What follows belongs to an exercise in optimizing a design on an open flow for small area; a production flow would make more cautious choices.
Only simulation tests tie the RTL to the original design; equivalence was not proved.
Power and IR drop assume default switching activity.

Setup of red:
Design rv32i, start of the top module:
module rv32i (
    input  wire        clk,
    input  wire        n_rst,
    input  wire [31:0] instruction,
    output wire [7:0]  pc,
    input  wire [31:0] d_in,
    output wire        wr_en,
    output wire [1:0]  mode,
    output wire [7:0]  wr_addr,
    output wire [7:0]  rd_addr,
    output wire [31:0] d_out
);
    reg  [7:0]  pc_reg;
    reg  [31:0] inst;
    wire [7:0]  pc_next;
    assign pc = pc_reg;
    always @(posedge clk or negedge n_rst)
        if (!n_rst) pc_reg <= 8'd0;
        else        pc_reg <= pc_next;
    always @(posedge clk or negedge n_rst)
        if (!n_rst) inst[0] <= 1'b0;
        else        inst[0] <= instruction[0];
    always @(posedge clk)
        inst[31:1] <= instruction[31:1];
    wire [6:0] op = inst[6:0];
    wire [2:0] f3 = inst[14:12];
    wire is_load  = (op == 7'b0000011);
    wire is_store = (op == 7'b0100011);
    wire is_br    = (op == 7'b1100011);
    wire is_imm   = (op == 7'b0010011);
    wire is_op    = (op == 7'b0110011);
    wire is_jal   = (op == 7'b1101111);
    wire is_jalr  = (op == 7'b1100111);
    wire is_lui   = (op == 7'b0110111);
    wire is_auipc = (op == 7'b0010111);
    wire writes   = is_load | is_op | is_imm | is_jal | is_jalr | is_lui | is_auipc;
    wire [31:0] r1, r2;
    wire [4:0]  rd_W;
    reg  [31:0] wd_W;
    wire [32*31-1:0] rq;
    wire [31:1]      s1, s2, we, nwe;
    genvar gi;
    generate
        for (gi = 1; gi < 32; gi = gi + 1) begin : g_rf
            reg  [31:0] r;
  ...
Size in the first run: roughly 1200 flip-flops, roughly 130 I/O pins, about 50000 um^2 of cells after synthesis.
clock: 7.0 ns
lec_check: 0
cap_margin: 20
core_margin: 2
core_utilization: 70
cts_buf_list: sky130_fd_sc_hd__clkbuf_16
cts_cluster_diameter: 120
cts_cluster_size: 24
slew_margin: 20
synth_hierarchical: 1
synth_minimum_keep_size: 0
standard.sh (not shown) runs the stock make flow with config.mk's settings and CLKGATE_MAP_FILE= SYNTH_SCRIPT=/design/flow/synth_recipe.tcl, a recipe that flattens the netlist after the stock synthesis.
==> flow/flow/run.sh <==
#!/bin/bash
# The standard layout (standard.sh: standard synthesis, floorplan, place,
# CTS, route), with the port buffers made from the smallest buffer cell.
# ORFS writes each step's log under orfs/logs; make's own output goes to
# make_finish.log here.
set -euo pipefail
bash standard.sh "BUFFER_PORTS_ARGS=-buffer_cell sky130_fd_sc_hd__buf_1" finish > make_finish.log 2>&1
red: all stages done; final checks FAILED (setup timing).
> inputs changed (red -> blue)
# red
export LEC_CHECK = 0
export CAP_MARGIN = 20
export CORE_MARGIN = 2
export CORE_UTILIZATION = 70
export CTS_BUF_LIST = sky130_fd_sc_hd__clkbuf_16
export CTS_CLUSTER_DIAMETER = 120
export CTS_CLUSTER_SIZE = 24
export SLEW_MARGIN = 20
export SYNTH_HIERARCHICAL = 1
export SYNTH_MINIMUM_KEEP_SIZE = 0
create_clock -name core_clock -period 7.0 [get_ports {clk}]
# blue
export LEC_CHECK = 0
export CAP_MARGIN = 20
export CORE_MARGIN = 2
export CORE_UTILIZATION = 60
export CTS_BUF_LIST = sky130_fd_sc_hd__clkbuf_16
export CTS_CLUSTER_DIAMETER = 100
export CTS_CLUSTER_SIZE = 22
export SLEW_MARGIN = 20
export SYNTH_HIERARCHICAL = 1
export SYNTH_MINIMUM_KEEP_SIZE = 0
create_clock -name core_clock -period 7.0 [get_ports {clk}]
blue: flow completed, timing, DRC and antenna clean
Lower part of the power in registers among red and blue: blue
Relative to red, the cell count of blue is higher by 158.
Of red and blue, the lower power consumed by combinational cells belongs to blue.
blue ends up with a starting density of the core that is 10 points lower than in red.
Sequential power: blue vs red — no meaningful difference
From blue to red, H-tree depth reported by CTS did not move at all.
Relative to red, the final critical delay including setup and external delays of blue is lower by 0.34 ns.
Summary of blue over red: sequential share of layout area dropped 0.45 points; clock network area share climbed 0.19 points; power climbed 1.2%.
Going from red to blue, the maximum net fanout on the critical path was found to have gone up by 15.
The end of the critical path comes out x_E[23] in one run and x_E[31] in the other, namely in blue and red respectively.


build 8:
Another version of the RTL of rv32i (not shown whole).
Size: about 1200 flip-flops, about 130 I/O pins, ~0.051 sq mm of cells after synthesis.
==> flow/config.mk <==
export PLATFORM = sky130hd
export DESIGN_NAME = rv32i
export DESIGN_NICKNAME = rv32i
export VERILOG_FILES = /design/flow/design.v
export SDC_FILE = /design/flow/constraint.sdc
export NUM_CORES = 4
export LEC_CHECK = 0
export CAP_MARGIN = 20
export CORE_MARGIN = 2
export CORE_UTILIZATION = 60
export CTS_BUF_LIST = sky130_fd_sc_hd__clkbuf_16
export CTS_CLUSTER_DIAMETER = 100
export CTS_CLUSTER_SIZE = 22
export SLEW_MARGIN = 20
export SYNTH_HIERARCHICAL = 1
export SYNTH_MINIMUM_KEEP_SIZE = 0
==> flow/constraint.sdc <==
create_clock -name core_clock -period 7.0 [get_ports {clk}]
set_input_delay 1.4000 -clock core_clock [delete_from_list [all_inputs] [get_ports {clk}]]
set_output_delay 1.4000 -clock core_clock [all_outputs]
set_load 0.01 [all_outputs]
==> flow/flow/run.sh <==
#!/bin/bash
# The standard layout (standard.sh: standard synthesis, floorplan, place,
# CTS, route), with the port buffers made from the smallest buffer cell and
# ORFS's power recovery (downsizing gates off the critical paths) enabled
# after global routing. ORFS writes each step's log under orfs/logs; make's
# own output goes to make_finish.log here.
set -euo pipefail
bash standard.sh "BUFFER_PORTS_ARGS=-buffer_cell sky130_fd_sc_hd__buf_1" RECOVER_POWER=100 finish > make_finish.log 2>&1
Build 8: complete, dirty (capacitance limit, slew limit)
--- input diff build 8..build 64 ---
==> flow/flow/run.sh <==
#!/bin/bash
# The standard layout (standard.sh: standard synthesis, floorplan, place,
# CTS, route), with the port buffers made from the smallest buffer cell.
# ORFS writes each step's log under orfs/logs; make's own output goes to
# make_finish.log here.
set -euo pipefail
bash standard.sh "BUFFER_PORTS_ARGS=-buffer_cell sky130_fd_sc_hd__buf_1" finish > make_finish.log 2>&1
Notes after the runs:
Both conditions hold for build 64: the flow ran to the end and the final layout passed the timing, DRC and antenna checks. Build 64 gives less fraction of the cycle the final worst path needs than build 8 did. Any difference in switching power summed over all nets between build 8 and build 64 is small enough to ignore. Going from build 8 to build 64, sequential fraction of total cell area went down by 0.29 points; proportion of power drawn by combinational gates was more or less identical; routed metal-1 wirelength was more or less identical. The final wirelength of build 8 and that of build 64 are within noise of each other. Build 64 vs build 8: final design utilization up in build 64.

separate check: timing with driven ports:
How much do the figures lean on ideal ports? The routed layouts below were timed once more, with nothing changed but the port constraints.
Step 1 (the two cells are an assumption about what drives the block):
set clk [get_ports {clk}]
set_driving_cell -lib_cell sky130_fd_sc_hd__clkbuf_16 $clk
set_driving_cell -lib_cell sky130_fd_sc_hd__buf_2 [delete_from_list [all_inputs] $clk]
Step 2 also shifts input and output timing later by t, the mid clock arrival at the registers, as if the neighbouring blocks saw the same clock.
Slacks: no drivers / after step 1 / after step 2; pairs: no drivers / after step 1.
run | shift t [ns] | slack for setup (ns) | worst setup path at the end | slew at the worst register clock pin (ns)
red | 0.771 | -0.017 / -0.017 / -0.017 | register to register | 0.10 / 0.10
blue | 0.750 | 0.325 / 0.325 / 0.325 | register to register | 0.10 / 0.10
build 8 | 0.750 | 1.068 / 1.068 / 1.068 | register to register | 0.10 / 0.10
build 64 | 0.750 | 2.064 / 2.064 / 2.064 | register to register | 0.10 / 0.10
